From an optimization exercise on the open Yosys and OpenROAD flow, aimed at small area; shortcuts taken in it are not production practice. Where RTL was checked, it was by simulation tests only, not by an equivalence proof against the original. Function not checked in run 1: the RTL went through the layout flow alone. No activity file was given, so power comes from the tool's default toggle rates.

==> design/flow/design.v <==
module ALU_sync (
  input  wire        clk,
  input  wire [15:0] A, B,
  input  wire [3:0]  ALU_FUN,
  output reg  [15:0] ALU_OUT,
  output reg         Carry_flag,
  output reg         Arith_flag,
  output reg         Logic_flag,
  output reg         CMP_flag,
  output reg         Shift_flag
);
  wire op_add = (ALU_FUN == 4'b0000);
  wire op_sub = (ALU_FUN == 4'b0001);
  wire op_mul = (ALU_FUN == 4'b0010);
  wire op_div = (ALU_FUN == 4'b0011);
  wire op_eq  = (ALU_FUN == 4'b1010);
  wire op_gt  = (ALU_FUN == 4'b1011);
  wire op_lt  = (ALU_FUN == 4'b1100);
  wire op_shr = (ALU_FUN == 4'b1101);
  wire op_shl = (ALU_FUN == 4'b1110);
  wire op_cmp = op_eq | op_gt | op_lt;
  wire sub0 = op_sub | op_cmp | op_div;
  wire fresh_en = ~op_mul;
  wire [15:0] bz;
  assign bz[0] = 1'b1;
  assign bz[1] = ~|B[15:15];
  assign bz[2] = ~|B[15:14];
  assign bz[3] = ~|B[15:13];
  assign bz[4] = ~|B[15:12];
  assign bz[5] = ~|B[15:11];
  assign bz[6] = ~|B[15:10];
  assign bz[7] = ~|B[15:9];
  assign bz[8] = ~|B[15:8];
  assign bz[9] = ~|B[15:7];
  assign bz[10] = ~|B[15:6];
  assign bz[11] = ~|B[15:5];
  assign bz[12] = ~|B[15:4];
  assign bz[13] = ~|B[15:3];
  assign bz[14] = ~|B[15:2];
  assign bz[15] = ~|B[15:1];
  wire bnz = |B;
  wire [15:0] ya = op_mul ? A : ~B;
  wire [0:0] x15, y15, s15;
  wire c15, q15;
  assign x15 = A[15] & fresh_en;
  assign y15 = ya[0:0];
  wire [1:0] k15;
  assign k15[0] = ~op_mul;
  assign s15[0] = x15[0] ^ y15[0] ^ k15[0];
  assign k15[1] = (x15[0] & y15[0]) | (k15[0] & (x15[0] ^ y15[0]));
  assign c15 = k15[1];
  assign q15 = c15 & bz[15];
  wire sel15 = (op_mul & B[15]) | (op_div & q15);
  wire [0:0] o15 = sel15 ? s15 : x15;
  wire [1:0] x14, y14, s14;
  wire c14, q14;
  assign x14 = {o15, A[14] & fresh_en};
  assign y14 = ya[1:0];
  wire [2:0] k14;
  assign k14[0] = ~op_mul;
  assign s14[0] = x14[0] ^ y14[0] ^ k14[0];
  assign k14[1] = (x14[0] & y14[0]) | (k14[0] & (x14[0] ^ y14[0]));
  assign s14[1] = x14[1] ^ y14[1] ^ k14[1];
  assign k14[2] = (x14[1] & y14[1]) | (k14[1] & (x14[1] ^ y14[1]));
  assign c14 = k14[2];
  assign q14 = c14 & bz[14];
  wire sel14 = (op_mul & B[14]) | (op_div & q14);
  wire [1:0] o14 = sel14 ? s14 : x14;
  wire [2:0] x13, y13, s13;
  wire c13, q13;
  assign x13 = {o14, A[13] & fresh_en};
  assign y13 = ya[2:0];
  wire [2:0] p13 = x13 ^ y13;
  wire [2:0] g13;
  assign g13[0] = (x13[0] & y13[0]) | (~op_mul & p13[0]);
  assign g13[2:1] = x13[2:1] & y13[2:1];
  wire G13_0 = g13[1] | (p13[1] & g13[0]);
  wire G13_1 = g13[2] | (p13[2] & g13[1]);
  wire P13_1 = p13[2] & p13[1];
  wire G13_2 = G13_1 | (P13_1 & g13[0]);
  assign s13[0] = p13[0] ^ ~op_mul;
  assign s13[1] = p13[1] ^ g13[0];
  assign s13[2] = p13[2] ^ G13_0;
  assign c13 = G13_2;
  assign q13 = c13 & bz[13];
  wire sel13 = (op_mul & B[13]) | (op_div & q13);
  wire [2:0] o13 = sel13 ? s13 : x13;
  wire [3:0] x12, y12, s12;
  wire c12, q12;
  assign x12 = {o13, A[12] & fresh_en};
  assign y12 = ya[3:0];
  wire [3:0] p12 = x12 ^ y12;
  wire [3:0] g12;
  assign g12[0] = (x12[0] & y12[0]) | (~op_mul & p12[0]);
  assign g12[3:1] = x12[3:1] & y12[3:1];
  wire G12_0 = g12[1] | (p12[1] & g12[0]);
  wire G12_1 = g12[2] | (p12[2] & g12[1]);
  wire P12_1 = p12[2] & p12[1];
  wire G12_2 = g12[3] | (p12[3] & g12[2]);
  wire P12_2 = p12[3] & p12[2];
  wire G12_3 = G12_1 | (P12_1 & g12[0]);
  wire G12_4 = G12_2 | (P12_2 & G12_0);
  assign s12[0] = p12[0] ^ ~op_mul;
  assign s12[1] = p12[1] ^ g12[0];
  assign s12[2] = p12[2] ^ G12_0;
  assign s12[3] = p12[3] ^ G12_3;
  assign c12 = G12_4;
  assign q12 = c12 & bz[12];
  wire sel12 = (op_mul & B[12]) | (op_div & q12);
  wire [3:0] o12 = sel12 ? s12 : x12;
  wire [4:0] x11, y11, s11;
  wire c11, q11;
  assign x11 = {o12, A[11] & fresh_en};
  assign y11 = ya[4:0];
  wire [4:0] p11 = x11 ^ y11;
  wire [4:0] g11;
  assign g11[0] = (x11[0] & y11[0]) | (~op_mul & p11[0]);
  assign g11[4:1] = x11[4:1] & y11[4:1];
  wire G11_0 = g11[1] | (p11[1] & g11[0]);
  wire G11_1 = g11[2] | (p11[2] & g11[1]);
  wire P11_1 = p11[2] & p11[1];
  wire G11_2 = g11[3] | (p11[3] & g11[2]);
  wire P11_2 = p11[3] & p11[2];
  wire G11_3 = g11[4] | (p11[4] & g11[3]);
  wire P11_3 = p11[4] & p11[3];
  wire G11_4 = G11_1 | (P11_1 & g11[0]);
  wire G11_5 = G11_2 | (P11_2 & G11_0);
  wire G11_6 = G11_3 | (P11_3 & G11_1);
  wire P11_6 = P11_3 & P11_1;
  wire G11_7 = G11_6 | (P11_6 & g11[0]);
  assign s11[0] = p11[0] ^ ~op_mul;
  assign s11[1] = p11[1] ^ g11[0];
  assign s11[2] = p11[2] ^ G11_0;
  assign s11[3] = p11[3] ^ G11_4;
  assign s11[4] = p11[4] ^ G11_5;
  assign c11 = G11_7;
  assign q11 = c11 & bz[11];
  wire sel11 = (op_mul & B[11]) | (op_div & q11);
  wire [4:0] o11 = sel11 ? s11 : x11;
  wire [5:0] x10, y10, s10;
  wire c10, q10;
  assign x10 = {o11, A[10] & fresh_en};
  assign y10 = ya[5:0];
  wire [5:0] p10 = x10 ^ y10;
  wire [5:0] g10;
  assign g10[0] = (x10[0] & y10[0]) | (~op_mul & p10[0]);
  assign g10[5:1] = x10[5:1] & y10[5:1];
  wire G10_0 = g10[1] | (p10[1] & g10[0]);
  wire G10_1 = g10[2] | (p10[2] & g10[1]);
  wire P10_1 = p10[2] & p10[1];
  wire G10_2 = g10[3] | (p10[3] & g10[2]);
  wire P10_2 = p10[3] & p10[2];
  wire G10_3 = g10[4] | (p10[4] & g10[3]);
  wire P10_3 = p10[4] & p10[3];
  wire G10_4 = g10[5] | (p10[5] & g10[4]);
  wire P10_4 = p10[5] & p10[4];
  wire G10_5 = G10_1 | (P10_1 & g10[0]);
  wire G10_6 = G10_2 | (P10_2 & G10_0);
  wire G10_7 = G10_3 | (P10_3 & G10_1);
  wire P10_7 = P10_3 & P10_1;
  wire G10_8 = G10_4 | (P10_4 & G10_2);
  wire P10_8 = P10_4 & P10_2;
  wire G10_9 = G10_7 | (P10_7 & g10[0]);
  wire G10_10 = G10_8 | (P10_8 & G10_0);
  assign s10[0] = p10[0] ^ ~op_mul;
  assign s10[1] = p10[1] ^ g10[0];
  assign s10[2] = p10[2] ^ G10_0;
  assign s10[3] = p10[3] ^ G10_5;
  assign s10[4] = p10[4] ^ G10_6;
  assign s10[5] = p10[5] ^ G10_9;
  assign c10 = G10_10;
  assign q10 = c10 & bz[10];
  wire sel10 = (op_mul & B[10]) | (op_div & q10);
  wire [5:0] o10 = sel10 ? s10 : x10;
  wire [6:0] x9, y9, s9;
  wire c9, q9;
  assign x9 = {o10, A[9] & fresh_en};
  assign y9 = ya[6:0];
  wire [6:0] p9 = x9 ^ y9;
  wire [6:0] g9;
  assign g9[0] = (x9[0] & y9[0]) | (~op_mul & p9[0]);
  assign g9[6:1] = x9[6:1] & y9[6:1];
  wire G9_0 = g9[1] | (p9[1] & g9[0]);
  wire G9_1 = g9[2] | (p9[2] & g9[1]);
  wire P9_1 = p9[2] & p9[1];
  wire G9_2 = g9[3] | (p9[3] & g9[2]);
  wire P9_2 = p9[3] & p9[2];
  wire G9_3 = g9[4] | (p9[4] & g9[3]);
  wire P9_3 = p9[4] & p9[3];
  wire G9_4 = g9[5] | (p9[5] & g9[4]);
  wire P9_4 = p9[5] & p9[4];
  wire G9_5 = g9[6] | (p9[6] & g9[5]);
  wire P9_5 = p9[6] & p9[5];
  wire G9_6 = G9_1 | (P9_1 & g9[0]);
  wire G9_7 = G9_2 | (P9_2 & G9_0);
  wire G9_8 = G9_3 | (P9_3 & G9_1);
  wire P9_8 = P9_3 & P9_1;
  wire G9_9 = G9_4 | (P9_4 & G9_2);
  wire P9_9 = P9_4 & P9_2;
  wire G9_10 = G9_5 | (P9_5 & G9_3);
  wire P9_10 = P9_5 & P9_3;
  wire G9_11 = G9_8 | (P9_8 & g9[0]);
  wire G9_12 = G9_9 | (P9_9 & G9_0);
  wire G9_13 = G9_10 | (P9_10 & G9_6);
  assign s9[0] = p9[0] ^ ~op_mul;
  assign s9[1] = p9[1] ^ g9[0];
  assign s9[2] = p9[2] ^ G9_0;
  assign s9[3] = p9[3] ^ G9_6;
  assign s9[4] = p9[4] ^ G9_7;
  assign s9[5] = p9[5] ^ G9_11;
  assign s9[6] = p9[6] ^ G9_12;
  assign c9 = G9_13;
  assign q9 = c9 & bz[9];
  wire sel9 = (op_mul & B[9]) | (op_div & q9);
  wire [6:0] o9 = sel9 ? s9 : x9;
  wire [7:0] x8, y8, s8;
  wire c8, q8;
  assign x8 = {o9, A[8] & fresh_en};
  assign y8 = ya[7:0];
  wire [7:0] p8 = x8 ^ y8;
  wire [7:0] g8;
  assign g8[0] = (x8[0] & y8[0]) | (~op_mul & p8[0]);
  assign g8[7:1] = x8[7:1] & y8[7:1];
  wire G8_0 = g8[1] | (p8[1] & g8[0]);
  wire G8_1 = g8[2] | (p8[2] & g8[1]);
  wire P8_1 = p8[2] & p8[1];
  wire G8_2 = g8[3] | (p8[3] & g8[2]);
  wire P8_2 = p8[3] & p8[2];
  wire G8_3 = g8[4] | (p8[4] & g8[3]);
  wire P8_3 = p8[4] & p8[3];
  wire G8_4 = g8[5] | (p8[5] & g8[4]);
  wire P8_4 = p8[5] & p8[4];
  wire G8_5 = g8[6] | (p8[6] & g8[5]);
  wire P8_5 = p8[6] & p8[5];
  wire G8_6 = g8[7] | (p8[7] & g8[6]);
  wire P8_6 = p8[7] & p8[6];
  wire G8_7 = G8_1 | (P8_1 & g8[0]);
  wire G8_8 = G8_2 | (P8_2 & G8_0);
  wire G8_9 = G8_3 | (P8_3 & G8_1);
  wire P8_9 = P8_3 & P8_1;
  wire G8_10 = G8_4 | (P8_4 & G8_2);
  wire P8_10 = P8_4 & P8_2;
  wire G8_11 = G8_5 | (P8_5 & G8_3);
  wire P8_11 = P8_5 & P8_3;
  wire G8_12 = G8_6 | (P8_6 & G8_4);
  wire P8_12 = P8_6 & P8_4;
  wire G8_13 = G8_9 | (P8_9 & g8[0]);
  wire G8_14 = G8_10 | (P8_10 & G8_0);
  wire G8_15 = G8_11 | (P8_11 & G8_7);
  wire G8_16 = G8_12 | (P8_12 & G8_8);
  assign s8[0] = p8[0] ^ ~op_mul;
  assign s8[1] = p8[1] ^ g8[0];
  assign s8[2] = p8[2] ^ G8_0;
  assign s8[3] = p8[3] ^ G8_7;
  assign s8[4] = p8[4] ^ G8_8;
  assign s8[5] = p8[5] ^ G8_13;
  assign s8[6] = p8[6] ^ G8_14;
  assign s8[7] = p8[7] ^ G8_15;
  assign c8 = G8_16;
  assign q8 = c8 & bz[8];
  wire sel8 = (op_mul & B[8]) | (op_div & q8);
  wire [7:0] o8 = sel8 ? s8 : x8;
  wire [8:0] x7, y7, s7;
  wire c7, q7;
  assign x7 = {o8, A[7] & fresh_en};
  assign y7 = ya[8:0];
  wire [8:0] p7 = x7 ^ y7;
  wire [8:0] g7;
  assign g7[0] = (x7[0] & y7[0]) | (~op_mul & p7[0]);
  assign g7[8:1] = x7[8:1] & y7[8:1];
  wire G7_0 = g7[1] | (p7[1] & g7[0]);
  wire G7_1 = g7[2] | (p7[2] & g7[1]);
  wire P7_1 = p7[2] & p7[1];
  wire G7_2 = g7[3] | (p7[3] & g7[2]);
  wire P7_2 = p7[3] & p7[2];
  wire G7_3 = g7[4] | (p7[4] & g7[3]);
  wire P7_3 = p7[4] & p7[3];
  wire G7_4 = g7[5] | (p7[5] & g7[4]);
  wire P7_4 = p7[5] & p7[4];
  wire G7_5 = g7[6] | (p7[6] & g7[5]);
  wire P7_5 = p7[6] & p7[5];
  wire G7_6 = g7[7] | (p7[7] & g7[6]);
  wire P7_6 = p7[7] & p7[6];
  wire G7_7 = g7[8] | (p7[8] & g7[7]);
  wire P7_7 = p7[8] & p7[7];
  wire G7_8 = G7_1 | (P7_1 & g7[0]);
  wire G7_9 = G7_2 | (P7_2 & G7_0);
  wire G7_10 = G7_3 | (P7_3 & G7_1);
  wire P7_10 = P7_3 & P7_1;
  wire G7_11 = G7_4 | (P7_4 & G7_2);
  wire P7_11 = P7_4 & P7_2;
  wire G7_12 = G7_5 | (P7_5 & G7_3);
  wire P7_12 = P7_5 & P7_3;
  wire G7_13 = G7_6 | (P7_6 & G7_4);
  wire P7_13 = P7_6 & P7_4;
  wire G7_14 = G7_7 | (P7_7 & G7_5);
  wire P7_14 = P7_7 & P7_5;
  wire G7_15 = G7_10 | (P7_10 & g7[0]);
  wire G7_16 = G7_11 | (P7_11 & G7_0);
  wire G7_17 = G7_12 | (P7_12 & G7_8);
  wire G7_18 = G7_13 | (P7_13 & G7_9);
  wire G7_19 = G7_14 | (P7_14 & G7_10);
  wire P7_19 = P7_14 & P7_10;
  wire G7_20 = G7_19 | (P7_19 & g7[0]);
  assign s7[0] = p7[0] ^ ~op_mul;
  assign s7[1] = p7[1] ^ g7[0];
  assign s7[2] = p7[2] ^ G7_0;
  assign s7[3] = p7[3] ^ G7_8;
  assign s7[4] = p7[4] ^ G7_9;
  assign s7[5] = p7[5] ^ G7_15;
  assign s7[6] = p7[6] ^ G7_16;
  assign s7[7] = p7[7] ^ G7_17;
  assign s7[8] = p7[8] ^ G7_18;
  assign c7 = G7_20;
  assign q7 = c7 & bz[7];
  wire sel7 = (op_mul & B[7]) | (op_div & q7);
  wire [8:0] o7 = sel7 ? s7 : x7;
  wire [9:0] x6, y6, s6;
  wire c6, q6;
  assign x6 = {o7, A[6] & fresh_en};
  assign y6 = ya[9:0];
  wire [9:0] p6 = x6 ^ y6;
  wire [9:0] g6;
  assign g6[0] = (x6[0] & y6[0]) | (~op_mul & p6[0]);
  assign g6[9:1] = x6[9:1] & y6[9:1];
  wire G6_0 = g6[1] | (p6[1] & g6[0]);
  wire G6_1 = g6[2] | (p6[2] & g6[1]);
  wire P6_1 = p6[2] & p6[1];
  wire G6_2 = g6[3] | (p6[3] & g6[2]);
  wire P6_2 = p6[3] & p6[2];
  wire G6_3 = g6[4] | (p6[4] & g6[3]);
  wire P6_3 = p6[4] & p6[3];
  wire G6_4 = g6[5] | (p6[5] & g6[4]);
  wire P6_4 = p6[5] & p6[4];
  wire G6_5 = g6[6] | (p6[6] & g6[5]);
  wire P6_5 = p6[6] & p6[5];
  wire G6_6 = g6[7] | (p6[7] & g6[6]);
  wire P6_6 = p6[7] & p6[6];
  wire G6_7 = g6[8] | (p6[8] & g6[7]);
  wire P6_7 = p6[8] & p6[7];
  wire G6_8 = g6[9] | (p6[9] & g6[8]);
  wire P6_8 = p6[9] & p6[8];
  wire G6_9 = G6_1 | (P6_1 & g6[0]);
  wire G6_10 = G6_2 | (P6_2 & G6_0);
  wire G6_11 = G6_3 | (P6_3 & G6_1);
  wire P6_11 = P6_3 & P6_1;
  wire G6_12 = G6_4 | (P6_4 & G6_2);
  wire P6_12 = P6_4 & P6_2;
  wire G6_13 = G6_5 | (P6_5 & G6_3);
  wire P6_13 = P6_5 & P6_3;
  wire G6_14 = G6_6 | (P6_6 & G6_4);
  wire P6_14 = P6_6 & P6_4;
  wire G6_15 = G6_7 | (P6_7 & G6_5);
  wire P6_15 = P6_7 & P6_5;
  wire G6_16 = G6_8 | (P6_8 & G6_6);
  wire P6_16 = P6_8 & P6_6;
  wire G6_17 = G6_11 | (P6_11 & g6[0]);
  wire G6_18 = G6_12 | (P6_12 & G6_0);
  wire G6_19 = G6_13 | (P6_13 & G6_9);
  wire G6_20 = G6_14 | (P6_14 & G6_10);
  wire G6_21 = G6_15 | (P6_15 & G6_11);
  wire P6_21 = P6_15 & P6_11;
  wire G6_22 = G6_16 | (P6_16 & G6_12);
  wire P6_22 = P6_16 & P6_12;
  wire G6_23 = G6_21 | (P6_21 & g6[0]);
  wire G6_24 = G6_22 | (P6_22 & G6_0);
  assign s6[0] = p6[0] ^ ~op_mul;
  assign s6[1] = p6[1] ^ g6[0];
  assign s6[2] = p6[2] ^ G6_0;
  assign s6[3] = p6[3] ^ G6_9;
  assign s6[4] = p6[4] ^ G6_10;
  assign s6[5] = p6[5] ^ G6_17;
  assign s6[6] = p6[6] ^ G6_18;
  assign s6[7] = p6[7] ^ G6_19;
  assign s6[8] = p6[8] ^ G6_20;
  assign s6[9] = p6[9] ^ G6_23;
  assign c6 = G6_24;
  assign q6 = c6 & bz[6];
  wire sel6 = (op_mul & B[6]) | (op_div & q6);
  wire [9:0] o6 = sel6 ? s6 : x6;
  wire [10:0] x5, y5, s5;
  wire c5, q5;
  assign x5 = {o6, A[5] & fresh_en};
  assign y5 = ya[10:0];
  wire [10:0] p5 = x5 ^ y5;
  wire [10:0] g5;
  assign g5[0] = (x5[0] & y5[0]) | (~op_mul & p5[0]);
  assign g5[10:1] = x5[10:1] & y5[10:1];
  wire G5_0 = g5[1] | (p5[1] & g5[0]);
  wire G5_1 = g5[2] | (p5[2] & g5[1]);
  wire P5_1 = p5[2] & p5[1];
  wire G5_2 = g5[3] | (p5[3] & g5[2]);
  wire P5_2 = p5[3] & p5[2];
  wire G5_3 = g5[4] | (p5[4] & g5[3]);
  wire P5_3 = p5[4] & p5[3];
  wire G5_4 = g5[5] | (p5[5] & g5[4]);
  wire P5_4 = p5[5] & p5[4];
  wire G5_5 = g5[6] | (p5[6] & g5[5]);
  wire P5_5 = p5[6] & p5[5];
  wire G5_6 = g5[7] | (p5[7] & g5[6]);
  wire P5_6 = p5[7] & p5[6];
  wire G5_7 = g5[8] | (p5[8] & g5[7]);
  wire P5_7 = p5[8] & p5[7];
  wire G5_8 = g5[9] | (p5[9] & g5[8]);
  wire P5_8 = p5[9] & p5[8];
  wire G5_9 = g5[10] | (p5[10] & g5[9]);
  wire P5_9 = p5[10] & p5[9];
  wire G5_10 = G5_1 | (P5_1 & g5[0]);
  wire G5_11 = G5_2 | (P5_2 & G5_0);
  wire G5_12 = G5_3 | (P5_3 & G5_1);
  wire P5_12 = P5_3 & P5_1;
  wire G5_13 = G5_4 | (P5_4 & G5_2);
  wire P5_13 = P5_4 & P5_2;
  wire G5_14 = G5_5 | (P5_5 & G5_3);
  wire P5_14 = P5_5 & P5_3;
  wire G5_15 = G5_6 | (P5_6 & G5_4);
  wire P5_15 = P5_6 & P5_4;
  wire G5_16 = G5_7 | (P5_7 & G5_5);
  wire P5_16 = P5_7 & P5_5;
  wire G5_17 = G5_8 | (P5_8 & G5_6);
  wire P5_17 = P5_8 & P5_6;
  wire G5_18 = G5_9 | (P5_9 & G5_7);
  wire P5_18 = P5_9 & P5_7;
  wire G5_19 = G5_12 | (P5_12 & g5[0]);
  wire G5_20 = G5_13 | (P5_13 & G5_0);
  wire G5_21 = G5_14 | (P5_14 & G5_10);
  wire G5_22 = G5_15 | (P5_15 & G5_11);
  wire G5_23 = G5_16 | (P5_16 & G5_12);
  wire P5_23 = P5_16 & P5_12;
  wire G5_24 = G5_17 | (P5_17 & G5_13);
  wire P5_24 = P5_17 & P5_13;
  wire G5_25 = G5_18 | (P5_18 & G5_14);
  wire P5_25 = P5_18 & P5_14;
  wire G5_26 = G5_23 | (P5_23 & g5[0]);
  wire G5_27 = G5_24 | (P5_24 & G5_0);
  wire G5_28 = G5_25 | (P5_25 & G5_10);
  assign s5[0] = p5[0] ^ ~op_mul;
  assign s5[1] = p5[1] ^ g5[0];
  assign s5[2] = p5[2] ^ G5_0;
  assign s5[3] = p5[3] ^ G5_10;
  assign s5[4] = p5[4] ^ G5_11;
  assign s5[5] = p5[5] ^ G5_19;
  assign s5[6] = p5[6] ^ G5_20;
  assign s5[7] = p5[7] ^ G5_21;
  assign s5[8] = p5[8] ^ G5_22;
  assign s5[9] = p5[9] ^ G5_26;
  assign s5[10] = p5[10] ^ G5_27;
  assign c5 = G5_28;
  assign q5 = c5 & bz[5];
  wire sel5 = (op_mul & B[5]) | (op_div & q5);
  wire [10:0] o5 = sel5 ? s5 : x5;
  wire [11:0] x4, y4, s4;
  wire c4, q4;
  assign x4 = {o5, A[4] & fresh_en};
  assign y4 = ya[11:0];
  wire [11:0] p4 = x4 ^ y4;
  wire [11:0] g4;
  assign g4[0] = (x4[0] & y4[0]) | (~op_mul & p4[0]);
  assign g4[11:1] = x4[11:1] & y4[11:1];
  wire G4_0 = g4[1] | (p4[1] & g4[0]);
  wire G4_1 = g4[2] | (p4[2] & g4[1]);
  wire P4_1 = p4[2] & p4[1];
  wire G4_2 = g4[3] | (p4[3] & g4[2]);
  wire P4_2 = p4[3] & p4[2];
  wire G4_3 = g4[4] | (p4[4] & g4[3]);
  wire P4_3 = p4[4] & p4[3];
  wire G4_4 = g4[5] | (p4[5] & g4[4]);
  wire P4_4 = p4[5] & p4[4];
  wire G4_5 = g4[6] | (p4[6] & g4[5]);
  wire P4_5 = p4[6] & p4[5];
  wire G4_6 = g4[7] | (p4[7] & g4[6]);
  wire P4_6 = p4[7] & p4[6];
  wire G4_7 = g4[8] | (p4[8] & g4[7]);
  wire P4_7 = p4[8] & p4[7];
  wire G4_8 = g4[9] | (p4[9] & g4[8]);
  wire P4_8 = p4[9] & p4[8];
  wire G4_9 = g4[10] | (p4[10] & g4[9]);
  wire P4_9 = p4[10] & p4[9];
  wire G4_10 = g4[11] | (p4[11] & g4[10]);
  wire P4_10 = p4[11] & p4[10];
  wire G4_11 = G4_1 | (P4_1 & g4[0]);
  wire G4_12 = G4_2 | (P4_2 & G4_0);
  wire G4_13 = G4_3 | (P4_3 & G4_1);
  wire P4_13 = P4_3 & P4_1;
  wire G4_14 = G4_4 | (P4_4 & G4_2);
  wire P4_14 = P4_4 & P4_2;
  wire G4_15 = G4_5 | (P4_5 & G4_3);
  wire P4_15 = P4_5 & P4_3;
  wire G4_16 = G4_6 | (P4_6 & G4_4);
  wire P4_16 = P4_6 & P4_4;
  wire G4_17 = G4_7 | (P4_7 & G4_5);
  wire P4_17 = P4_7 & P4_5;
  wire G4_18 = G4_8 | (P4_8 & G4_6);
  wire P4_18 = P4_8 & P4_6;
  wire G4_19 = G4_9 | (P4_9 & G4_7);
  wire P4_19 = P4_9 & P4_7;
  wire G4_20 = G4_10 | (P4_10 & G4_8);
  wire P4_20 = P4_10 & P4_8;
  wire G4_21 = G4_13 | (P4_13 & g4[0]);
  wire G4_22 = G4_14 | (P4_14 & G4_0);
  wire G4_23 = G4_15 | (P4_15 & G4_11);
  wire G4_24 = G4_16 | (P4_16 & G4_12);
  wire G4_25 = G4_17 | (P4_17 & G4_13);
  wire P4_25 = P4_17 & P4_13;
  wire G4_26 = G4_18 | (P4_18 & G4_14);
  wire P4_26 = P4_18 & P4_14;
  wire G4_27 = G4_19 | (P4_19 & G4_15);
  wire P4_27 = P4_19 & P4_15;
  wire G4_28 = G4_20 | (P4_20 & G4_16);
  wire P4_28 = P4_20 & P4_16;
  wire G4_29 = G4_25 | (P4_25 & g4[0]);
  wire G4_30 = G4_26 | (P4_26 & G4_0);
  wire G4_31 = G4_27 | (P4_27 & G4_11);
  wire G4_32 = G4_28 | (P4_28 & G4_12);
  assign s4[0] = p4[0] ^ ~op_mul;
  assign s4[1] = p4[1] ^ g4[0];
  assign s4[2] = p4[2] ^ G4_0;
  assign s4[3] = p4[3] ^ G4_11;
  assign s4[4] = p4[4] ^ G4_12;
  assign s4[5] = p4[5] ^ G4_21;
  assign s4[6] = p4[6] ^ G4_22;
  assign s4[7] = p4[7] ^ G4_23;
  assign s4[8] = p4[8] ^ G4_24;
  assign s4[9] = p4[9] ^ G4_29;
  assign s4[10] = p4[10] ^ G4_30;
  assign s4[11] = p4[11] ^ G4_31;
  assign c4 = G4_32;
  assign q4 = c4 & bz[4];
  wire sel4 = (op_mul & B[4]) | (op_div & q4);
  wire [11:0] o4 = sel4 ? s4 : x4;
  wire [12:0] x3, y3, s3;
  wire c3, q3;
  assign x3 = {o4, A[3] & fresh_en};
  assign y3 = ya[12:0];
  wire [12:0] p3 = x3 ^ y3;
  wire [12:0] g3;
  assign g3[0] = (x3[0] & y3[0]) | (~op_mul & p3[0]);
  assign g3[12:1] = x3[12:1] & y3[12:1];
  wire G3_0 = g3[1] | (p3[1] & g3[0]);
  wire G3_1 = g3[2] | (p3[2] & g3[1]);
  wire P3_1 = p3[2] & p3[1];
  wire G3_2 = g3[3] | (p3[3] & g3[2]);
  wire P3_2 = p3[3] & p3[2];
  wire G3_3 = g3[4] | (p3[4] & g3[3]);
  wire P3_3 = p3[4] & p3[3];
  wire G3_4 = g3[5] | (p3[5] & g3[4]);
  wire P3_4 = p3[5] & p3[4];
  wire G3_5 = g3[6] | (p3[6] & g3[5]);
  wire P3_5 = p3[6] & p3[5];
  wire G3_6 = g3[7] | (p3[7] & g3[6]);
  wire P3_6 = p3[7] & p3[6];
  wire G3_7 = g3[8] | (p3[8] & g3[7]);
  wire P3_7 = p3[8] & p3[7];
  wire G3_8 = g3[9] | (p3[9] & g3[8]);
  wire P3_8 = p3[9] & p3[8];
  wire G3_9 = g3[10] | (p3[10] & g3[9]);
  wire P3_9 = p3[10] & p3[9];
  wire G3_10 = g3[11] | (p3[11] & g3[10]);
  wire P3_10 = p3[11] & p3[10];
  wire G3_11 = g3[12] | (p3[12] & g3[11]);
  wire P3_11 = p3[12] & p3[11];
  wire G3_12 = G3_1 | (P3_1 & g3[0]);
  wire G3_13 = G3_2 | (P3_2 & G3_0);
  wire G3_14 = G3_3 | (P3_3 & G3_1);
  wire P3_14 = P3_3 & P3_1;
  wire G3_15 = G3_4 | (P3_4 & G3_2);
  wire P3_15 = P3_4 & P3_2;
  wire G3_16 = G3_5 | (P3_5 & G3_3);
  wire P3_16 = P3_5 & P3_3;
  wire G3_17 = G3_6 | (P3_6 & G3_4);
  wire P3_17 = P3_6 & P3_4;
  wire G3_18 = G3_7 | (P3_7 & G3_5);
  wire P3_18 = P3_7 & P3_5;
  wire G3_19 = G3_8 | (P3_8 & G3_6);
  wire P3_19 = P3_8 & P3_6;
  wire G3_20 = G3_9 | (P3_9 & G3_7);
  wire P3_20 = P3_9 & P3_7;
  wire G3_21 = G3_10 | (P3_10 & G3_8);
  wire P3_21 = P3_10 & P3_8;
  wire G3_22 = G3_11 | (P3_11 & G3_9);
  wire P3_22 = P3_11 & P3_9;
  wire G3_23 = G3_14 | (P3_14 & g3[0]);
  wire G3_24 = G3_15 | (P3_15 & G3_0);
  wire G3_25 = G3_16 | (P3_16 & G3_12);
  wire G3_26 = G3_17 | (P3_17 & G3_13);
  wire G3_27 = G3_18 | (P3_18 & G3_14);
  wire P3_27 = P3_18 & P3_14;
  wire G3_28 = G3_19 | (P3_19 & G3_15);
  wire P3_28 = P3_19 & P3_15;
  wire G3_29 = G3_20 | (P3_20 & G3_16);
  wire P3_29 = P3_20 & P3_16;
  wire G3_30 = G3_21 | (P3_21 & G3_17);
  wire P3_30 = P3_21 & P3_17;
  wire G3_31 = G3_22 | (P3_22 & G3_18);
  wire P3_31 = P3_22 & P3_18;
  wire G3_32 = G3_27 | (P3_27 & g3[0]);
  wire G3_33 = G3_28 | (P3_28 & G3_0);
  wire G3_34 = G3_29 | (P3_29 & G3_12);
  wire G3_35 = G3_30 | (P3_30 & G3_13);
  wire G3_36 = G3_31 | (P3_31 & G3_23);
  assign s3[0] = p3[0] ^ ~op_mul;
  assign s3[1] = p3[1] ^ g3[0];
  assign s3[2] = p3[2] ^ G3_0;
  assign s3[3] = p3[3] ^ G3_12;
  assign s3[4] = p3[4] ^ G3_13;
  assign s3[5] = p3[5] ^ G3_23;
  assign s3[6] = p3[6] ^ G3_24;
  assign s3[7] = p3[7] ^ G3_25;
  assign s3[8] = p3[8] ^ G3_26;
  assign s3[9] = p3[9] ^ G3_32;
  assign s3[10] = p3[10] ^ G3_33;
  assign s3[11] = p3[11] ^ G3_34;
  assign s3[12] = p3[12] ^ G3_35;
  assign c3 = G3_36;
  assign q3 = c3 & bz[3];
  wire sel3 = (op_mul & B[3]) | (op_div & q3);
  wire [12:0] o3 = sel3 ? s3 : x3;
  wire [13:0] x2, y2, s2;
  wire c2, q2;
  assign x2 = {o3, A[2] & fresh_en};
  assign y2 = ya[13:0];
  wire [13:0] p2 = x2 ^ y2;
  wire [13:0] g2;
  assign g2[0] = (x2[0] & y2[0]) | (~op_mul & p2[0]);
  assign g2[13:1] = x2[13:1] & y2[13:1];
  wire G2_0 = g2[1] | (p2[1] & g2[0]);
  wire G2_1 = g2[2] | (p2[2] & g2[1]);
  wire P2_1 = p2[2] & p2[1];
  wire G2_2 = g2[3] | (p2[3] & g2[2]);
  wire P2_2 = p2[3] & p2[2];
  wire G2_3 = g2[4] | (p2[4] & g2[3]);
  wire P2_3 = p2[4] & p2[3];
  wire G2_4 = g2[5] | (p2[5] & g2[4]);
  wire P2_4 = p2[5] & p2[4];
  wire G2_5 = g2[6] | (p2[6] & g2[5]);
  wire P2_5 = p2[6] & p2[5];
  wire G2_6 = g2[7] | (p2[7] & g2[6]);
  wire P2_6 = p2[7] & p2[6];
  wire G2_7 = g2[8] | (p2[8] & g2[7]);
  wire P2_7 = p2[8] & p2[7];
  wire G2_8 = g2[9] | (p2[9] & g2[8]);
  wire P2_8 = p2[9] & p2[8];
  wire G2_9 = g2[10] | (p2[10] & g2[9]);
  wire P2_9 = p2[10] & p2[9];
  wire G2_10 = g2[11] | (p2[11] & g2[10]);
  wire P2_10 = p2[11] & p2[10];
  wire G2_11 = g2[12] | (p2[12] & g2[11]);
  wire P2_11 = p2[12] & p2[11];
  wire G2_12 = g2[13] | (p2[13] & g2[12]);
  wire P2_12 = p2[13] & p2[12];
  wire G2_13 = G2_1 | (P2_1 & g2[0]);
  wire G2_14 = G2_2 | (P2_2 & G2_0);
  wire G2_15 = G2_3 | (P2_3 & G2_1);
  wire P2_15 = P2_3 & P2_1;
  wire G2_16 = G2_4 | (P2_4 & G2_2);
  wire P2_16 = P2_4 & P2_2;
  wire G2_17 = G2_5 | (P2_5 & G2_3);
  wire P2_17 = P2_5 & P2_3;
  wire G2_18 = G2_6 | (P2_6 & G2_4);
  wire P2_18 = P2_6 & P2_4;
  wire G2_19 = G2_7 | (P2_7 & G2_5);
  wire P2_19 = P2_7 & P2_5;
  wire G2_20 = G2_8 | (P2_8 & G2_6);
  wire P2_20 = P2_8 & P2_6;
  wire G2_21 = G2_9 | (P2_9 & G2_7);
  wire P2_21 = P2_9 & P2_7;
  wire G2_22 = G2_10 | (P2_10 & G2_8);
  wire P2_22 = P2_10 & P2_8;
  wire G2_23 = G2_11 | (P2_11 & G2_9);
  wire P2_23 = P2_11 & P2_9;
  wire G2_24 = G2_12 | (P2_12 & G2_10);
  wire P2_24 = P2_12 & P2_10;
  wire G2_25 = G2_15 | (P2_15 & g2[0]);
  wire G2_26 = G2_16 | (P2_16 & G2_0);
  wire G2_27 = G2_17 | (P2_17 & G2_13);
  wire G2_28 = G2_18 | (P2_18 & G2_14);
  wire G2_29 = G2_19 | (P2_19 & G2_15);
  wire P2_29 = P2_19 & P2_15;
  wire G2_30 = G2_20 | (P2_20 & G2_16);
  wire P2_30 = P2_20 & P2_16;
  wire G2_31 = G2_21 | (P2_21 & G2_17);
  wire P2_31 = P2_21 & P2_17;
  wire G2_32 = G2_22 | (P2_22 & G2_18);
  wire P2_32 = P2_22 & P2_18;
  wire G2_33 = G2_23 | (P2_23 & G2_19);
  wire P2_33 = P2_23 & P2_19;
  wire G2_34 = G2_24 | (P2_24 & G2_20);
  wire P2_34 = P2_24 & P2_20;
  wire G2_35 = G2_29 | (P2_29 & g2[0]);
  wire G2_36 = G2_30 | (P2_30 & G2_0);
  wire G2_37 = G2_31 | (P2_31 & G2_13);
  wire G2_38 = G2_32 | (P2_32 & G2_14);
  wire G2_39 = G2_33 | (P2_33 & G2_25);
  wire G2_40 = G2_34 | (P2_34 & G2_26);
  assign s2[0] = p2[0] ^ ~op_mul;
  assign s2[1] = p2[1] ^ g2[0];
  assign s2[2] = p2[2] ^ G2_0;
  assign s2[3] = p2[3] ^ G2_13;
  assign s2[4] = p2[4] ^ G2_14;
  assign s2[5] = p2[5] ^ G2_25;
  assign s2[6] = p2[6] ^ G2_26;
  assign s2[7] = p2[7] ^ G2_27;
  assign s2[8] = p2[8] ^ G2_28;
  assign s2[9] = p2[9] ^ G2_35;
  assign s2[10] = p2[10] ^ G2_36;
  assign s2[11] = p2[11] ^ G2_37;
  assign s2[12] = p2[12] ^ G2_38;
  assign s2[13] = p2[13] ^ G2_39;
  assign c2 = G2_40;
  assign q2 = c2 & bz[2];
  wire sel2 = (op_mul & B[2]) | (op_div & q2);
  wire [13:0] o2 = sel2 ? s2 : x2;
  wire [14:0] x1, y1, s1;
  wire c1, q1;
  assign x1 = {o2, A[1] & fresh_en};
  assign y1 = ya[14:0];
  wire [14:0] p1 = x1 ^ y1;
  wire [14:0] g1;
  assign g1[0] = (x1[0] & y1[0]) | (~op_mul & p1[0]);
  assign g1[14:1] = x1[14:1] & y1[14:1];
  wire G1_0 = g1[1] | (p1[1] & g1[0]);
  wire G1_1 = g1[2] | (p1[2] & g1[1]);
  wire P1_1 = p1[2] & p1[1];
  wire G1_2 = g1[3] | (p1[3] & g1[2]);
  wire P1_2 = p1[3] & p1[2];
  wire G1_3 = g1[4] | (p1[4] & g1[3]);
  wire P1_3 = p1[4] & p1[3];
  wire G1_4 = g1[5] | (p1[5] & g1[4]);
  wire P1_4 = p1[5] & p1[4];
  wire G1_5 = g1[6] | (p1[6] & g1[5]);
  wire P1_5 = p1[6] & p1[5];
  wire G1_6 = g1[7] | (p1[7] & g1[6]);
  wire P1_6 = p1[7] & p1[6];
  wire G1_7 = g1[8] | (p1[8] & g1[7]);
  wire P1_7 = p1[8] & p1[7];
  wire G1_8 = g1[9] | (p1[9] & g1[8]);
  wire P1_8 = p1[9] & p1[8];
  wire G1_9 = g1[10] | (p1[10] & g1[9]);
  wire P1_9 = p1[10] & p1[9];
  wire G1_10 = g1[11] | (p1[11] & g1[10]);
  wire P1_10 = p1[11] & p1[10];
  wire G1_11 = g1[12] | (p1[12] & g1[11]);
  wire P1_11 = p1[12] & p1[11];
  wire G1_12 = g1[13] | (p1[13] & g1[12]);
  wire P1_12 = p1[13] & p1[12];
  wire G1_13 = g1[14] | (p1[14] & g1[13]);
  wire P1_13 = p1[14] & p1[13];
  wire G1_14 = G1_1 | (P1_1 & g1[0]);
  wire G1_15 = G1_2 | (P1_2 & G1_0);
  wire G1_16 = G1_3 | (P1_3 & G1_1);
  wire P1_16 = P1_3 & P1_1;
  wire G1_17 = G1_4 | (P1_4 & G1_2);
  wire P1_17 = P1_4 & P1_2;
  wire G1_18 = G1_5 | (P1_5 & G1_3);
  wire P1_18 = P1_5 & P1_3;
  wire G1_19 = G1_6 | (P1_6 & G1_4);
  wire P1_19 = P1_6 & P1_4;
  wire G1_20 = G1_7 | (P1_7 & G1_5);
  wire P1_20 = P1_7 & P1_5;
  wire G1_21 = G1_8 | (P1_8 & G1_6);
  wire P1_21 = P1_8 & P1_6;
  wire G1_22 = G1_9 | (P1_9 & G1_7);
  wire P1_22 = P1_9 & P1_7;
  wire G1_23 = G1_10 | (P1_10 & G1_8);
  wire P1_23 = P1_10 & P1_8;
  wire G1_24 = G1_11 | (P1_11 & G1_9);
  wire P1_24 = P1_11 & P1_9;
  wire G1_25 = G1_12 | (P1_12 & G1_10);
  wire P1_25 = P1_12 & P1_10;
  wire G1_26 = G1_13 | (P1_13 & G1_11);
  wire P1_26 = P1_13 & P1_11;
  wire G1_27 = G1_16 | (P1_16 & g1[0]);
  wire G1_28 = G1_17 | (P1_17 & G1_0);
  wire G1_29 = G1_18 | (P1_18 & G1_14);
  wire G1_30 = G1_19 | (P1_19 & G1_15);
  wire G1_31 = G1_20 | (P1_20 & G1_16);
  wire P1_31 = P1_20 & P1_16;
  wire G1_32 = G1_21 | (P1_21 & G1_17);
  wire P1_32 = P1_21 & P1_17;
  wire G1_33 = G1_22 | (P1_22 & G1_18);
  wire P1_33 = P1_22 & P1_18;
  wire G1_34 = G1_23 | (P1_23 & G1_19);
  wire P1_34 = P1_23 & P1_19;
  wire G1_35 = G1_24 | (P1_24 & G1_20);
  wire P1_35 = P1_24 & P1_20;
  wire G1_36 = G1_25 | (P1_25 & G1_21);
  wire P1_36 = P1_25 & P1_21;
  wire G1_37 = G1_26 | (P1_26 & G1_22);
  wire P1_37 = P1_26 & P1_22;
  wire G1_38 = G1_31 | (P1_31 & g1[0]);
  wire G1_39 = G1_32 | (P1_32 & G1_0);
  wire G1_40 = G1_33 | (P1_33 & G1_14);
  wire G1_41 = G1_34 | (P1_34 & G1_15);
  wire G1_42 = G1_35 | (P1_35 & G1_27);
  wire G1_43 = G1_36 | (P1_36 & G1_28);
  wire G1_44 = G1_37 | (P1_37 & G1_29);
  assign s1[0] = p1[0] ^ ~op_mul;
  assign s1[1] = p1[1] ^ g1[0];
  assign s1[2] = p1[2] ^ G1_0;
  assign s1[3] = p1[3] ^ G1_14;
  assign s1[4] = p1[4] ^ G1_15;
  assign s1[5] = p1[5] ^ G1_27;
  assign s1[6] = p1[6] ^ G1_28;
  assign s1[7] = p1[7] ^ G1_29;
  assign s1[8] = p1[8] ^ G1_30;
  assign s1[9] = p1[9] ^ G1_38;
  assign s1[10] = p1[10] ^ G1_39;
  assign s1[11] = p1[11] ^ G1_40;
  assign s1[12] = p1[12] ^ G1_41;
  assign s1[13] = p1[13] ^ G1_42;
  assign s1[14] = p1[14] ^ G1_43;
  assign c1 = G1_44;
  assign q1 = c1 & bz[1];
  wire sel1 = (op_mul & B[1]) | (op_div & q1);
  wire [14:0] o1 = sel1 ? s1 : x1;
  wire [15:0] x0, y0, s0;
  wire c0, q0;
  assign x0 = {o1, A[0] & fresh_en};
  assign y0 = op_mul ? A : (B ^ {16{sub0}});
  wire [15:0] p0 = x0 ^ y0;
  wire [15:0] g0;
  assign g0[0] = (x0[0] & y0[0]) | (sub0 & p0[0]);
  assign g0[15:1] = x0[15:1] & y0[15:1];
  wire G0_0 = g0[1] | (p0[1] & g0[0]);
  wire G0_1 = g0[2] | (p0[2] & g0[1]);
  wire P0_1 = p0[2] & p0[1];
  wire G0_2 = g0[3] | (p0[3] & g0[2]);
  wire P0_2 = p0[3] & p0[2];
  wire G0_3 = g0[4] | (p0[4] & g0[3]);
  wire P0_3 = p0[4] & p0[3];
  wire G0_4 = g0[5] | (p0[5] & g0[4]);
  wire P0_4 = p0[5] & p0[4];
  wire G0_5 = g0[6] | (p0[6] & g0[5]);
  wire P0_5 = p0[6] & p0[5];
  wire G0_6 = g0[7] | (p0[7] & g0[6]);
  wire P0_6 = p0[7] & p0[6];
  wire G0_7 = g0[8] | (p0[8] & g0[7]);
  wire P0_7 = p0[8] & p0[7];
  wire G0_8 = g0[9] | (p0[9] & g0[8]);
  wire P0_8 = p0[9] & p0[8];
  wire G0_9 = g0[10] | (p0[10] & g0[9]);
  wire P0_9 = p0[10] & p0[9];
  wire G0_10 = g0[11] | (p0[11] & g0[10]);
  wire P0_10 = p0[11] & p0[10];
  wire G0_11 = g0[12] | (p0[12] & g0[11]);
  wire P0_11 = p0[12] & p0[11];
  wire G0_12 = g0[13] | (p0[13] & g0[12]);
  wire P0_12 = p0[13] & p0[12];
  wire G0_13 = g0[14] | (p0[14] & g0[13]);
  wire P0_13 = p0[14] & p0[13];
  wire G0_14 = g0[15] | (p0[15] & g0[14]);
  wire P0_14 = p0[15] & p0[14];
  wire G0_15 = G0_1 | (P0_1 & g0[0]);
  wire G0_16 = G0_2 | (P0_2 & G0_0);
  wire G0_17 = G0_3 | (P0_3 & G0_1);
  wire P0_17 = P0_3 & P0_1;
  wire G0_18 = G0_4 | (P0_4 & G0_2);
  wire P0_18 = P0_4 & P0_2;
  wire G0_19 = G0_5 | (P0_5 & G0_3);
  wire P0_19 = P0_5 & P0_3;
  wire G0_20 = G0_6 | (P0_6 & G0_4);
  wire P0_20 = P0_6 & P0_4;
  wire G0_21 = G0_7 | (P0_7 & G0_5);
  wire P0_21 = P0_7 & P0_5;
  wire G0_22 = G0_8 | (P0_8 & G0_6);
  wire P0_22 = P0_8 & P0_6;
  wire G0_23 = G0_9 | (P0_9 & G0_7);
  wire P0_23 = P0_9 & P0_7;
  wire G0_24 = G0_10 | (P0_10 & G0_8);
  wire P0_24 = P0_10 & P0_8;
  wire G0_25 = G0_11 | (P0_11 & G0_9);
  wire P0_25 = P0_11 & P0_9;
  wire G0_26 = G0_12 | (P0_12 & G0_10);
  wire P0_26 = P0_12 & P0_10;
  wire G0_27 = G0_13 | (P0_13 & G0_11);
  wire P0_27 = P0_13 & P0_11;
  wire G0_28 = G0_14 | (P0_14 & G0_12);
  wire P0_28 = P0_14 & P0_12;
  wire G0_29 = G0_17 | (P0_17 & g0[0]);
  wire G0_30 = G0_18 | (P0_18 & G0_0);
  wire G0_31 = G0_19 | (P0_19 & G0_15);
  wire G0_32 = G0_20 | (P0_20 & G0_16);
  wire G0_33 = G0_21 | (P0_21 & G0_17);
  wire P0_33 = P0_21 & P0_17;
  wire G0_34 = G0_22 | (P0_22 & G0_18);
  wire P0_34 = P0_22 & P0_18;
  wire G0_35 = G0_23 | (P0_23 & G0_19);
  wire P0_35 = P0_23 & P0_19;
  wire G0_36 = G0_24 | (P0_24 & G0_20);
  wire P0_36 = P0_24 & P0_20;
  wire G0_37 = G0_25 | (P0_25 & G0_21);
  wire P0_37 = P0_25 & P0_21;
  wire G0_38 = G0_26 | (P0_26 & G0_22);
  wire P0_38 = P0_26 & P0_22;
  wire G0_39 = G0_27 | (P0_27 & G0_23);
  wire P0_39 = P0_27 & P0_23;
  wire G0_40 = G0_28 | (P0_28 & G0_24);
  wire P0_40 = P0_28 & P0_24;
  wire G0_41 = G0_33 | (P0_33 & g0[0]);
  wire G0_42 = G0_34 | (P0_34 & G0_0);
  wire G0_43 = G0_35 | (P0_35 & G0_15);
  wire G0_44 = G0_36 | (P0_36 & G0_16);
  wire G0_45 = G0_37 | (P0_37 & G0_29);
  wire G0_46 = G0_38 | (P0_38 & G0_30);
  wire G0_47 = G0_39 | (P0_39 & G0_31);
  wire G0_48 = G0_40 | (P0_40 & G0_32);
  assign s0[0] = p0[0] ^ sub0;
  assign s0[1] = p0[1] ^ g0[0];
  assign s0[2] = p0[2] ^ G0_0;
  assign s0[3] = p0[3] ^ G0_15;
  assign s0[4] = p0[4] ^ G0_16;
  assign s0[5] = p0[5] ^ G0_29;
  assign s0[6] = p0[6] ^ G0_30;
  assign s0[7] = p0[7] ^ G0_31;
  assign s0[8] = p0[8] ^ G0_32;
  assign s0[9] = p0[9] ^ G0_41;
  assign s0[10] = p0[10] ^ G0_42;
  assign s0[11] = p0[11] ^ G0_43;
  assign s0[12] = p0[12] ^ G0_44;
  assign s0[13] = p0[13] ^ G0_45;
  assign s0[14] = p0[14] ^ G0_46;
  assign s0[15] = p0[15] ^ G0_47;
  assign c0 = G0_48;
  assign q0 = c0 & bz[0];
  wire [15:0] quo = {q15, q14, q13, q12, q11, q10, q9, q8, q7, q6, q5, q4, q3, q2, q1, q0};
  wire c0_out = c0;
  wire eq = ~|s0;
  wire lt = ~c0;
  wire gt = c0 & ~eq;
  wire [15:0] la = g0, lx = p0, lo = p0 | g0;
  reg [15:0] logic_out;
  always @(*) begin
    case (ALU_FUN)
      4'b0100: logic_out = la;
      4'b0101: logic_out = lo;
      4'b0110: logic_out = ~la;
      4'b0111: logic_out = ~lo;
      4'b1000: logic_out = lx;
      4'b1001: logic_out = ~lx;
      default: logic_out = 16'b0;
    endcase
  end
  wire arith0 = op_add | op_sub | (op_mul & B[0]);
  wire [15:0] res = ({16{arith0}} & s0)
                  | ({16{op_mul & ~B[0]}} & x0)
                  | ({16{op_div & bnz}} & quo)
                  | logic_out
                  | {14'b0, (op_gt & gt) | (op_lt & lt), (op_eq & eq) | (op_lt & lt)}
                  | ({16{op_shr}} & {1'b0, A[15:1]})
                  | ({16{op_shl}} & {A[14:0], 1'b0});
  always @(posedge clk) begin
    ALU_OUT    <= res;
    Carry_flag <= (op_add & c0) | (op_sub & ~c0);
    Arith_flag <= (ALU_FUN[3:2] == 2'b00);
    Logic_flag <= (ALU_FUN >= 4'b0100) & (ALU_FUN <= 4'b1001);
    CMP_flag   <= op_cmp;
    Shift_flag <= op_shr | op_shl;
  end
endmodule
==> design/flow/flow/run.sh <==
#!/bin/bash
# The standard layout, with the input and output port buffers made from
# the platform's smallest plain buffer instead of the resizer's default pick.
set -euo pipefail
export BUFFER_PORTS_ARGS="-buffer_cell sky130_fd_sc_hd__buf_1"
bash standard.sh "BUFFER_PORTS_ARGS=-buffer_cell sky130_fd_sc_hd__buf_1" finish > standard.log 2>&1
==> design/flow/standard.sh <==
#!/bin/bash
# synth_recipe.tcl (not shown) runs the flow's synth.tcl, then flattens the netlist and writes it again
# the make line also repeats each setting of config.mk as NAME=value (left out here)
make -C /OpenROAD-flow-scripts/flow DESIGN_CONFIG=/design/flow/config.mk WORK_HOME=/design/flow/orfs CLKGATE_MAP_FILE= SYNTH_SCRIPT=/design/flow/synth_recipe.tcl "${@:-finish}"
==> design/flow/config.mk <==
export PLATFORM = sky130hd
export DESIGN_NAME = ALU_sync
export DESIGN_NICKNAME = ALU_sync
export VERILOG_FILES = /design/flow/design.v
export SDC_FILE = /design/flow/constraint.sdc
export NUM_CORES = 4
export LEC_CHECK = 0
export ABC_AREA = 1
export CAP_MARGIN = 20
export CORE_MARGIN = 2
export CORE_UTILIZATION = 40
export SLEW_MARGIN = 20
==> design/flow/constraint.sdc <==
create_clock -name core_clock -period 35.0 [get_ports {clk}]
set_input_delay 7.0000 -clock core_clock [delete_from_list [all_inputs] [get_ports {clk}]]
set_output_delay 7.0000 -clock core_clock [all_outputs]
set_load 0.01 [all_outputs]
==> impl_metrics.tcl, run 1 <==
set metrics [dict create \
    hpwl_mm 30.1 \
    whs_endpoint "Logic_flag" \
    io_buffers 57 \
    min_from "ALU_FUN[1]" \
    routed_wl_mm 38.7 \
    fp.dieH_um 164 \
    dieWidth_um 164 \
    endpoint_kind "flop" \
    place.gp.congestion 0.967 \
    worstPathRequired_ns 35.14 \
    cts_tree "yes" \
    seq_power_share 0.079 \
    power_density_mw_per_mm2 30.5 \
    critPathSlowestCell "fa_2" \
    fin_util 0.526 \
    synth_cells 1629 \
    avgViaCountPerCell 5.44 \
    swShare 0.535 \
    final_layout_size_suffix_gt1_frac 0.294 \
    cp_common_cell "o21ai_2" \
    final_common_cell "nand2_1" \
    initial_utilization 0.406 \
    cts_hold_buf 0 \
    first_pass_iters 6 \
    placed_area_mm2 0.0114 \
    period_share 0.967 \
    grt_pass1_vias 10721 \
    cts_buffers 3 \
    clockBufferDepth 2 \
    slew_headroom 0.364 \
    area_delta_synth_final_pct 29.5 \
    syn-cell-area_mm2 0.0102 \
    synth.avg_cell_area_um2 6.26 \
    status "finished clean" \
    p_int_w 0.000187 \
    setup-violations-final 0 \
    fin_crit_ns 33.85 \
    p_leak_nw 6.51 \
    fmax_mhz 29.5 \
    drtIter0Drc 920 \
    fill_cells 2559 \
    synth_cell_types 60 \
    antenna_found_initial 0 \
    yosys-top-cells-area "ha_1, nand2_1, inv_1" \
    syn_nets 1832 \
    clock_power_share 0.063 \
    worstHoldPathType "input port to flop" \
    design_area_mm2 0.0132 \
    seq_area_frac_synth 0.0412 \
    layout_common_cells "nand2_1, inv_1, buf_4" \
    worst_slew_pin_slew_ns 0.930 \
    p_comb_frac 0.858 \
    grt_use_total 0.272 \
    dieArea_mm2 0.0268 \
    cts.sink_count 21 \
    finalHoldViolCount 0 \
    rows 58 \
    num_antenna_cells 0 \
    synth_area_leader_cell "ha_1" \
    ys_seq_elements 21 \
    io_pins 58 \
    core-area_mm2 0.0251 \
    post-route-drc-count 0 \
    cts-root-buf "clkbuf_16" \
    fin_cells 2174 \
    hold_depth 3 \
    overflow 0 \
    report.final.slew_viol_count 0 \
    grt_max_degree 29 \
    worstSetupPathType "input port to flop" \
    htreeDepth 1 \
    antenna_left 0 \
    ir_drop_mv 0.0236 \
    clk_pin_slew_worst_paths_ns 0.07 \
    dr_total_vias 11835 \
    maxCapViolCount 0 \
    worst_setup_path_start_kind "input port" \
    switchingPower_w 0.000216 \
    cp_data_arrival_time_ns 33.99 \
    grt_pass1_wl_mm 57.4 \
    fin_nets 2048 \
    cp_max_fo 8 \
    synth.top_cell.area_share 0.167 \
    dpl.cell_count 2082 \
    slowest_delay_ns 0.40 \
    power_w 0.000403 \
    yosysWarnings 1 \
    wl_per_cell_um 17.8 \
]
[worst max-delay path, delay by kind of cell]
family | cells | cell delay, ns
buffers and inverters | 34 | 3.19
xor gates and xnor gates | 1 | 0.23
adders and majority gates | 16 | 4.72
and+or+nand+nor | 85 | 8.50
AOI/OAI and AO/OA | 81 | 10.29
[kinds of logic after synthesis]
kind of cell / share of synthesized area
AOI/OAI and AO/OA: 0.220
xor gates and xnor gates: 0.0662
adders and majority gates: 0.226
buffers and inverters: 0.124
DFF: 0.0412
and+or+nand+nor: 0.322
[power groups by stage]
| stage | Clock (W) | Sequential, W | Combinational (W) |
|---|---|---|---|
| 2_1_floorplan | 0 | 0.0000358 | 0.000204 |
| 3_3_place_gp | 0 | 0.0000324 | 0.000282 |
| 3_5_place_dp | 0 | 0.0000325 | 0.000284 |
| 4_1_cts | 0.0000259 | 0.0000320 | 0.000293 |
| 5_1_grt | 0.0000272 | 0.0000326 | 0.000380 |
| 6_report | 0.0000255 | 0.0000318 | 0.000346 |
[layout make-up]
type                       count  area, µm²  area share
multi-input combinational   1297       9540       0.723
timing repair buffer         237       1630       0.123
inverter                     283       1100      0.0837
sequential                    21        420      0.0318
tap                          330        413      0.0313
clock buffer                   3       75.1     0.00569
timing repair inverter         2       10.0    0.000758
clock inverter                 1       5.00    0.000379
[stage by stage]
stage | hold slack (ns) | setup TNS (ns) | setup slack [ns]
floorplan | 7.09 | 0 | 1.36
global placement | 7.37 | -4.49 | -0.752
detailed placement | 7.37 | -13.75 | -1.53
CTS | 7.09 | 0 | 0.00485
global route | 7.11 | -2.76 | -0.505
finish | 7.08 | 0 | 1.15
[metal layers]
layer | GRT usage | part of all wire | up-vias
met5 | 0 | 0 | -
met4 | 0.102 | 0.045 | 0
met3 | 0.0170 | 0.057 | 97
met2 | 0.447 | 0.45 | 412
met1 | 0.374 | 0.45 | 5490
li1 | - | - | 5836
[state kept, by name, summed over array words and instances (netlist names)]
signal	cells
Carry_flag	1
Arith_flag	1
ALU_OUT	16
Shift_flag	1
CMP_flag	1
Logic_flag	1
[cells in the mapped netlist (all sizes together)]
cell / count
or2: 23
and2: 14
o211a: 1
o2111ai: 6
o22ai: 15
a221oi: 5
nor4: 3
clkbuf: 16
clkinv: 2
nor2: 117
ha: 136
o2111a: 1
o31ai: 4
nor3: 24
o31a: 1
a211oi: 6
o21bai: 20
bufinv: 1
nand3: 143
xnor2: 21
a2111oi: 7
xor2: 56
inv: 280
nand3b: 4
dfxtp: 21
o211ai: 13
a21boi: 3
buf: 13
o221ai: 5
o21ai: 131
a21oi: 124
a21o: 4
nand4: 6
o21a: 3
fa: 30
nand2: 361
a31oi: 9
[timing repair]
| item | 4_1_cts | 5_1_grt |
|---|---|---|
| resized for setup | 23 | 207 |
| pin swaps | 4 | 134 |
| buffers inserted | 14 | 71 |
| endpoints found under the setup margin | 14 | 17 |
| gates cloned | 0 | 3 |
[how the worst max path moves through the flow]
stage	cells past startpoint	startpoint	slack [ns]	end
final	217	ALU_FUN[1]	1.15	ALU_OUT[1]
after floorplan	214	ALU_FUN[1]	1.36	ALU_OUT[0]
after global placement	209	ALU_FUN[1]	-0.75	ALU_OUT[1]
after detailed placement	211	ALU_FUN[1]	-1.53	ALU_OUT[1]
after CTS	208	ALU_FUN[1]	0.005	ALU_OUT[1]
after global routing	218	ALU_FUN[3]	-0.51	ALU_OUT[1]
==> run 2, diff against run 1 <==
--- a/design/flow/design.v
+++ b/design/flow/design.v
@@ -927,16 +927,15 @@
   wire eq = ~|s0;
   wire lt = ~c0;
   wire gt = c0 & ~eq;
-  wire [15:0] la = g0, lx = p0, lo = p0 | g0;
   reg [15:0] logic_out;
   always @(*) begin
     case (ALU_FUN)
-      4'b0100: logic_out = la;
-      4'b0101: logic_out = lo;
-      4'b0110: logic_out = ~la;
-      4'b0111: logic_out = ~lo;
-      4'b1000: logic_out = lx;
-      4'b1001: logic_out = ~lx;
+      4'b0100: logic_out = A & B;
+      4'b0101: logic_out = A | B;
+      4'b0110: logic_out = ~(A & B);
+      4'b0111: logic_out = ~(A | B);
+      4'b1000: logic_out = A ^ B;
+      4'b1001: logic_out = ~(A ^ B);
       default: logic_out = 16'b0;
     endcase
   end
==> design/flow/run.sh (new file) <==
#!/bin/bash
# synth_recipe.tcl (not shown) runs the flow's synth.tcl, then flattens the netlist and writes it again
# the make line also repeats each setting of config.mk as NAME=value (left out here)
make -C /OpenROAD-flow-scripts/flow DESIGN_CONFIG=/design/flow/config.mk WORK_HOME=/design/flow/orfs CLKGATE_MAP_FILE= SYNTH_SCRIPT=/design/flow/synth_recipe.tcl finish
--- a/design/flow/config.mk
+++ b/design/flow/config.mk
@@ -8,5 +8,5 @@
 export ABC_AREA = 1
 export CAP_MARGIN = 20
 export CORE_MARGIN = 2
-export CORE_UTILIZATION = 40
+export CORE_UTILIZATION = 60
 export SLEW_MARGIN = 20
removed: design/flow/flow/run.sh
removed: design/flow/standard.sh
==> run 2 against run 1 <==
Worst setup slack got worse by 1.5 ns. First-iteration DRC count is 62% higher. Flip-flop and latch count stayed put. The layout now fails its checks (setup timing). Clock-buffer cell count stayed put. Cell count is 4.6% lower. Global-route usage increased by 12 points. Sequential power shrank 6.6%. Fmax down 4.3%. Clock power is 2% higher. Via count increased by 14%. Die area shrank 32%. Synthesized cell count rose by 0.55%.
==> impl_metrics.tcl, run 2 <==
set metrics [dict create \
    core-area_mm2 0.0166 \
    regMostFlops "ALU_OUT" \
    synth.most_common_cell "nand2_1" \
    cts-root-buf "clkbuf_16" \
    report.final.slew_viol_count 0 \
    period_share 1.01 \
    whs_endpoint "Logic_flag" \
    finalHoldViolCount 0 \
    slowest_delay_ns 0.85 \
    p_leak_nw 6.80 \
    cp_max_fo 10 \
    fmax_mhz 28.3 \
    synth_cells 1638 \
    min_from "ALU_FUN[3]" \
    synth.top_cell.area_share 0.186 \
    design_area_mm2 0.0138 \
    wl_per_cell_um 21.2 \
    swShare 0.531 \
    cp_data_arrival_time_ns 35.47 \
    power_density_mw_per_mm2 29.6 \
    seq_power_share 0.073 \
    rsz0062_at_grt "yes" \
    syn_nets 1857 \
    dpl.cell_count 1957 \
    worstSetupPathType "input port to flop" \
    area_delta_synth_final_pct 34.9 \
    io_buffers 57 \
    maxCapViolCount 0 \
    synth_cell_types 55 \
    antenna_found_initial 1 \
    clock_power_share 0.064 \
    drtIter0Drc 1488 \
    slew_headroom 0.268 \
    io_pins 58 \
    seq_area_frac_synth 0.0411 \
    yosys-top-cells-area "ha_1, nand2_1, inv_1" \
    dr_total_vias 13476 \
    htreeDepth 1 \
    initial_utilization 0.615 \
    syn-cell-area_mm2 0.0102 \
    fin_crit_ns 35.36 \
    synth_common_cells "nand2_1, inv_1, ha_1, nand3_1, a21oi_1" \
    grt_pass1_wl_mm 56.3 \
    antenna_left 0 \
    avgViaCountPerCell 6.49 \
    hold_depth 3 \
    final_layout_size_suffix_gt1_frac 0.285 \
    first_pass_iters 6 \
    rows 47 \
    layout_common_cells "nand2_1, inv_1, buf_4" \
    cts_buffers 3 \
    num_antenna_cells 0 \
    synth.avg_cell_area_um2 6.25 \
    startpoint "B[14]" \
    worstPathRequired_ns 35.11 \
    cts_tree "yes" \
    worst_setup_path_start_kind "input port" \
    final_common_cell "nand2_1" \
    grt_use_total 0.390 \
    fp.dieH_um 135 \
    ir_drop_mv 0.0239 \
    worst_slew_pin_slew_ns 1.07 \
    fin_nets 2075 \
    grt_pass1_vias 11145 \
    grt_max_degree 34 \
    cts.sink_count 21 \
    switchingPower_w 0.000217 \
    routed_wl_mm 43.9 \
    fin_cells 2075 \
    synth_area_leader_cell "ha_1" \
    synth_edf_count 0 \
    endpoint_kind "flop" \
    dieWidth_um 135 \
    setup_ws_ns -0.359 \
    clk_pin_slew_worst_paths_ns 0.07 \
    status "finished with violations" \
    overflow 0 \
    hold_ws_ns 7.04 \
    p_comb_frac 0.864 \
    place.gp.congestion 1.05 \
    placed_area_mm2 0.0115 \
    async_flop_share 0 \
    setup-violations-final 8 \
    fin_util 0.829 \
    p_int_w 0.000191 \
    worstHoldPathType "input port to flop" \
    cp_common_cell "nand2_1" \
    dieArea_mm2 0.0181 \
    post-route-drc-count 0 \
    clockBufferDepth 2 \
    yosysWarnings 1 \
    critPathSlowestCell "a2111oi_0" \
    ys_seq_elements 21 \
    synthFlopType "dfxtp_1" \
    violations "setup timing" \
    hpwl_mm 28.4 \
    largest_reg_flops 16 \
]
==> run 2: worst max-delay path: cells and delay by family <==
family	cells	cell delay (ns)
and+or+nand+nor	99	10.79
AOI/OAI and AO/OA	63	9.88
buffers and inverters	23	3.11
adders and majority gates	15	4.31
xor gates and xnor gates	1	0.27
==> run 2: per-layer routing <==
| layer | track usage | share of wire | up-vias |
|---|---|---|---|
| met3 | 0.0661 | 0.11 | 356 |
| met2 | 0.663 | 0.44 | 1068 |
| met4 | 0.157 | 0.086 | 0 |
| met5 | 0 | 0 | - |
| li1 | - | - | 5912 |
| met1 | 0.492 | 0.36 | 6140 |
==> run 2: area by class of cell <==
class | instances | area, µm²
clock buffers | 3 | 75.1
fillers | 1067 | 2840
repair inverters | 4 | 30.0
flip-flops and latches | 21 | 420
multi-input cells | 1330 | 9980
clock inverters | 1 | 5.00
repair buffers | 238 | 2010
inverters | 258 | 1010
well taps | 220 | 275
==> run 2: worst max path at each step <==
stage / to / cells after the start
after global routing: ALU_OUT[1] / 209
after detailed placement: ALU_OUT[13] / 217
final: ALU_OUT[8] / 201
after floorplan: ALU_OUT[0] / 221
after CTS: ALU_OUT[0] / 218
after global placement: ALU_OUT[13] / 216
==> run 2: per-stage QoR <==
| stage | setup TNS, ns | setup slack, ns | power [W] |
|---|---|---|---|
| floorplan | 0 | 1.82 | 0.000222 |
| global placement | -13.88 | -1.49 | 0.000290 |
| detailed placement | -24.33 | -2.10 | 0.000295 |
| CTS | 0 | 0.0190 | 0.000331 |
| global route | -15.95 | -1.52 | 0.000433 |
| finish | -2.00 | -0.359 | 0.000408 |
==> run 2: logic make-up (layout without fill, tap and decap cells) <==
group | after synthesis | in the layout | share of synthesized area
AOI/OAI and AO/OA | 325 | 325 | 0.201
and+or+nand+nor | 752 | 752 | 0.342
buffers and inverters | 287 | 504 | 0.110
DFF | 21 | 21 | 0.0411
adders and majority gates | 182 | 182 | 0.245
xor gates and xnor gates | 71 | 71 | 0.0608
==> run 2: power by group through the flow <==
stage,Clock (W),Sequential (W),Combinational [W]
floorplan,0,0.0000322,0.000190
global placement,0,0.0000301,0.000260
detailed placement,0,0.0000302,0.000265
CTS,0.0000254,0.0000297,0.000276
global route,0.0000264,0.0000298,0.000377
finish,0.0000259,0.0000297,0.000352
==> run 2: what timing repair did <==
action	in CTS	in global routing
pin swaps	12	187
resized for setup	36	271
buffers inserted	26	84
gates cloned	1	3
hold buffers	0	0
setup endpoints to repair	17	17

-- re-timing with driven ports --
Ports are ideal in the flow. The routed layouts listed here were re-timed in OpenROAD. Step 1 assumes that a clkbuf_16 drives the clock port and a buf_2 every other input. Step 2, shift: input delay + t, output delay - t, t = (earliest + latest rising clock arrival at the registers) / 2. This alone moves slack from input paths to output paths. Three values: ideal, step 1, step 2; two values: the first two.
run	shift t [ns]	setup slack, ns	hold slack, ns	latest minus earliest clock arrival (ns)	worst data-port slew with drivers (ns)
run 1	0.292	1.145 / 1.152 / 0.860	7.084 / 7.076 / 7.368	0.013 / 0.014	0.04
run 2	0.294	-0.359 / -0.357 / -0.652	7.035 / 7.039 / 7.333	0.003 / 0.003	0.08
The setup slack of run 2, which loses most, moves by +0.002 ns with the drivers and by -0.293 ns with both steps.
